This design comes from an exercise in tuning for small area on the open sky130 flow, not from production work.
In this exercise RTL edits were held to simulation tests only and were not proved equivalent to the original.
No activity file was given, so power comes from the tool's default toggle rates.

Design calc, start of the top module:
module calc(input wire clk,
            input wire btnac,
            input wire btnl,
            input wire btnr,
            input wire btnc,
            input wire btnd,
            input wire [15:0] sw,
            output wire [15:0] led);
    reg [15:0] acc;
    reg        btnc_d;
    reg [4:0]  cnt;
    reg        s7;       
    reg        cf;       
    assign led = acc;
    wire press = btnc & ~btnc_d;
    wire idle  = (cnt == 5'd0);
    wire act   = press | ~idle;
    wire ph    = cnt[0];
    wire [3:0] k = cnt[4:1];
    wire kz    = (k == 4'd0);
    wire [2:0] op = {btnl, btnr, btnd};
    wire big = |sw[15:5];
    wire n4  = sw[4];
    wire [3:0] nl = sw[3:0];
    wire a   = acc[15];
    wire k_lt = k < nl;
    wire k_le = k <= nl;
    reg clr, L, R, fill, YE, CE, P, NN, mul;
    always @(*) begin
        clr = 0; L = 0; R = 0; fill = 0; YE = 0; CE = 0; P = 0; NN = 0; mul = 0;
        case (op)
        3'b000: if (big) clr = 1;
                else if (!n4) begin
                    if (k_lt) begin R = 1; fill = a; end
                end else if (kz) begin clr = 1; P = a; end
                else if (k_le) R = 1;
        3'b001: if (big | n4) clr = 1;
                else if (k_lt) L = 1;
  ...
Size: ~24 flip-flops, ~38 I/O pins, ~2500 um^2 of cells after synthesis.
Settings: LEC_CHECK=0, ABC_AREA=0, ABC_CLOCK_PERIOD_IN_PS=10000, CAP_MARGIN=20, CORE_MARGIN=2, CORE_UTILIZATION=40, GPL_TIMING_DRIVEN=0, SLEW_MARGIN=20; clock period 10.0 ns.
run.sh (not shown) runs the stock make flow with config.mk's settings and CLKGATE_MAP_FILE= SYNTH_SCRIPT=/design/flow/synth_recipe.tcl, a recipe that flattens the netlist after the stock synthesis.
The first run went through all stages and came out clean.
Then changed:
==> flow/flow/run.sh (new file) <==
#!/bin/bash
# Standard layout, but the port buffers are the smallest buffer cell.
cp standard.sh standard_copy.sh.txt 2>/dev/null
export BUFFER_PORTS_ARGS="-buffer_cell sky130_fd_sc_hd__buf_1"
bash standard.sh > standard.log 2>&1
==> flow/standard.sh (new file) <==
#!/bin/bash
# synth_recipe.tcl (not shown) runs the flow's synth.tcl, then flattens the netlist and writes it again
# the make line also repeats each setting of config.mk as NAME=value (left out here)
make -C /OpenROAD-flow-scripts/flow DESIGN_CONFIG=/design/flow/config.mk WORK_HOME=/design/flow/orfs CLKGATE_MAP_FILE= SYNTH_SCRIPT=/design/flow/synth_recipe.tcl "${@:-finish}"
--- a/flow/config.mk
+++ b/flow/config.mk
@@ -12,3 +12,2 @@
 export CORE_UTILIZATION = 40
-export GPL_TIMING_DRIVEN = 0
 export SLEW_MARGIN = 20
removed: flow/run.sh
The new run completed with no timing, DRC or antenna violations. Final area drops by 14%. First-iteration DRC count climbs by 0.58%. Utilization drops by 6.9 points. Power drops by 15%.

* * *

Another version of the RTL of calc (not shown whole).
Size: roughly 240 cells after synthesis, roughly 38 I/O pins.
Settings: LEC_CHECK=0, ABC_AREA=0, ABC_CLOCK_PERIOD_IN_PS=10000, CAP_MARGIN=20, CORE_MARGIN=2, CORE_UTILIZATION=67, CTS_BUF_LIST=sky130_fd_sc_hd__clkbuf_8, SLEW_MARGIN=20, SYNTH_HIERARCHICAL=1, SYNTH_MINIMUM_KEEP_SIZE=0; clock period 10.0 ns.
standard.sh (not shown) runs the stock make flow with config.mk's settings and CLKGATE_MAP_FILE= SYNTH_SCRIPT=/design/flow/synth_recipe.tcl, a recipe that flattens the netlist after the stock synthesis.
==> flow/flow/run.sh <==
#!/bin/bash
# Standard layout, with three changes: the port buffers are the smallest
# buffer cell, after floorplan every combinational cell gets the smallest
# drive strength that keeps timing (flow/downsize.tcl), and clock tree
# synthesis uses clkbuf_8 without a dummy load.
export BUFFER_PORTS_ARGS="-buffer_cell sky130_fd_sc_hd__buf_1"
export POST_FLOORPLAN_TCL="$PWD/flow/downsize.tcl"
export CTS_ARGS="-sink_clustering_enable -repair_clock_nets -dont_use_dummy_load -buf_list sky130_fd_sc_hd__clkbuf_8"
bash standard.sh > standard.log 2>&1
==> flow/flow/downsize.tcl <==
# Run at the end of floorplan: give every combinational cell the smallest
# drive strength of its kind (drive 1) unless that lowers the worst setup
# slack by more than 20 ps.
set base_ws [sta::worst_slack_cmd max]
set n 0
foreach inst [get_cells *] {
  set ref [get_property $inst ref_name]
  if {![regexp {^(sky130_fd_sc_hd__[a-z0-9]+)_([0-9]+)$} $ref -> base drv]} { continue }
  if {[regexp {df|dl|clk|tap|fill|decap|conb|buf|inv} $base]} { continue }
  if {$drv <= 1} { continue }
  set cand [get_lib_cells -quiet */${base}_1]
  if {[llength $cand] == 0} { continue }
  replace_cell $inst [lindex $cand 0]
  if {[sta::worst_slack_cmd max] < $base_ws - 20e-12} {
    replace_cell $inst [lindex [get_lib_cells */$ref] 0]
  } else {
    incr n
  }
}
puts "downsize: $n cells set to drive 1, worst slack [sta::worst_slack_cmd max] (was $base_ws)"
The first run completed with no timing, DRC or antenna violations.
==> next run, changes <==
==> flow/flow/run.sh (replaced) <==
#!/bin/bash
# Standard layout (the standard.sh) with these changes:
# - the port buffers are the smallest buffer cell (buf_1);
# - at the end of floorplan, flow/downsize.tcl removes synthesis buffers and
#   gives combinational cells drive strength 1 where timing allows;
# - clock tree synthesis uses clkbuf_8 and no dummy load.
# Every tool's output is in standard.log and in ORFS's logs under orfs/logs.
export BUFFER_PORTS_ARGS="-buffer_cell sky130_fd_sc_hd__buf_1"
export POST_FLOORPLAN_TCL="$PWD/flow/downsize.tcl"
export CTS_ARGS="-sink_clustering_enable -repair_clock_nets -dont_use_dummy_load -buf_list sky130_fd_sc_hd__clkbuf_8"
bash standard.sh > standard.log 2>&1
--- a/flow/flow/downsize.tcl
+++ b/flow/flow/downsize.tcl
@@ -3 +3,3 @@
-# slack by more than 20 ps.
+# slack below 1 ns (or by more than 20 ps if it is already below).
+# Buffers from synthesis go first; the resizer buffers what needs it later.
+remove_buffers
@@ -14 +16 @@
-  if {[sta::worst_slack_cmd max] < $base_ws - 20e-12} {
+  if {[sta::worst_slack_cmd max] < min($base_ws - 20e-12, 1.0e-9)} {
CORE_UTILIZATION = 60   (was 67)
GPL_TIMING_DRIVEN = 0   (was unset)
The new run produced a clean layout.
Via count is lower by about 1%.
Combinational power is about the same.
Synthesized cell count is unchanged.
Design area barely changes.
Wire length is lower by 0.66%.
Global-route usage is lower by 2.8 points.
Critical path depth stays the same.
First-iteration DRC count is higher by about 20%.
Setup slack got worse by 0.49 ns.
==> next run, changes <==
==> flow/flow/run.sh (replaced) <==
#!/bin/bash
# Standard layout, with three changes: the port buffers are the smallest
# buffer cell, after floorplan every combinational cell gets the smallest
# drive strength that keeps timing (flow/downsize.tcl), and clock tree
# synthesis uses clkbuf_8 without a dummy load.
export BUFFER_PORTS_ARGS="-buffer_cell sky130_fd_sc_hd__buf_1"
export POST_FLOORPLAN_TCL="$PWD/flow/downsize.tcl"
export CTS_ARGS="-sink_clustering_enable -repair_clock_nets -dont_use_dummy_load -buf_list sky130_fd_sc_hd__clkbuf_8"
bash standard.sh > standard.log 2>&1
Effect: The changed run passed the timing, design-rule and antenna checks; worst hold slack does not change; cell area does not change; worst setup slack does not change; via count stays the same.
==> next run, changes <==
--- a/flow/flow/downsize.tcl
+++ b/flow/flow/downsize.tcl
@@ -3 +3 @@
-# slack below 1 ns (or by more than 20 ps if it is already below).
+# slack by more than 20 ps.
@@ -16 +16 @@
-  if {[sta::worst_slack_cmd max] < min($base_ws - 20e-12, 1.0e-9)} {
+  if {[sta::worst_slack_cmd max] < $base_ws - 20e-12} {
What happened: Combinational power is about the same; sequential share of layout area hardly moves; clock power is about the same; core utilization came out higher by 0.20 points; maximum frequency came out higher by 1.8%; synthesized area does not change; setup slack improved by 0.15 ns.

## port drivers added, routing unchanged
In the flow no input, the clock included, has a driving cell. The finished layouts below were timed again as built, in two steps.
Step 1: set_driving_cell puts a clkbuf_16 on clk and a buf_2 on each other input, an assumption about the parent block.
Step 2 times the ports against the registers' clock, not the clock port: input delays grow and output delays shrink by t, the midpoint of the rising clock arrivals with the driver on.
Slacks: ideal ports / drivers / drivers and shift; pairs: ideal ports / drivers.
| run | t (ns) | slack for setup (ns) | latest minus earliest clock arrival (ns) | slew at the worst register clock pin (ns) | pins driven straight from the clock port |
|---|---|---|---|---|---|
| the first run of note 1 | 0.296 | 0.381 / 0.386 / 0.090 | 0.003 / 0.003 | 0.09 / 0.09 | 1 |
| the second run of note 1 | 0.300 | 0.678 / 0.685 / 0.385 | 0.003 / 0.003 | 0.09 / 0.09 | 1 |
| the first run of note 2 | 0.288 | 1.740 / 1.744 / 1.456 | 0.002 / 0.001 | 0.08 / 0.08 | 1 |
| the second run of note 2 | 0.293 | 1.254 / 1.259 / 0.965 | 0.002 / 0.001 | 0.08 / 0.08 | 1 |
| the third run of note 2 | 0.293 | 1.254 / 1.259 / 0.965 | 0.002 / 0.001 | 0.08 / 0.08 | 1 |
| the fourth run of note 2 | 0.292 | 1.404 / 1.411 / 1.119 | 0.010 / 0.010 | 0.09 / 0.09 | 1 |
After both steps every run listed still meets setup and hold. For the second run of note 1, which loses most, drivers alone change the setup slack by +0.007 ns; drivers and shift together by -0.293 ns.
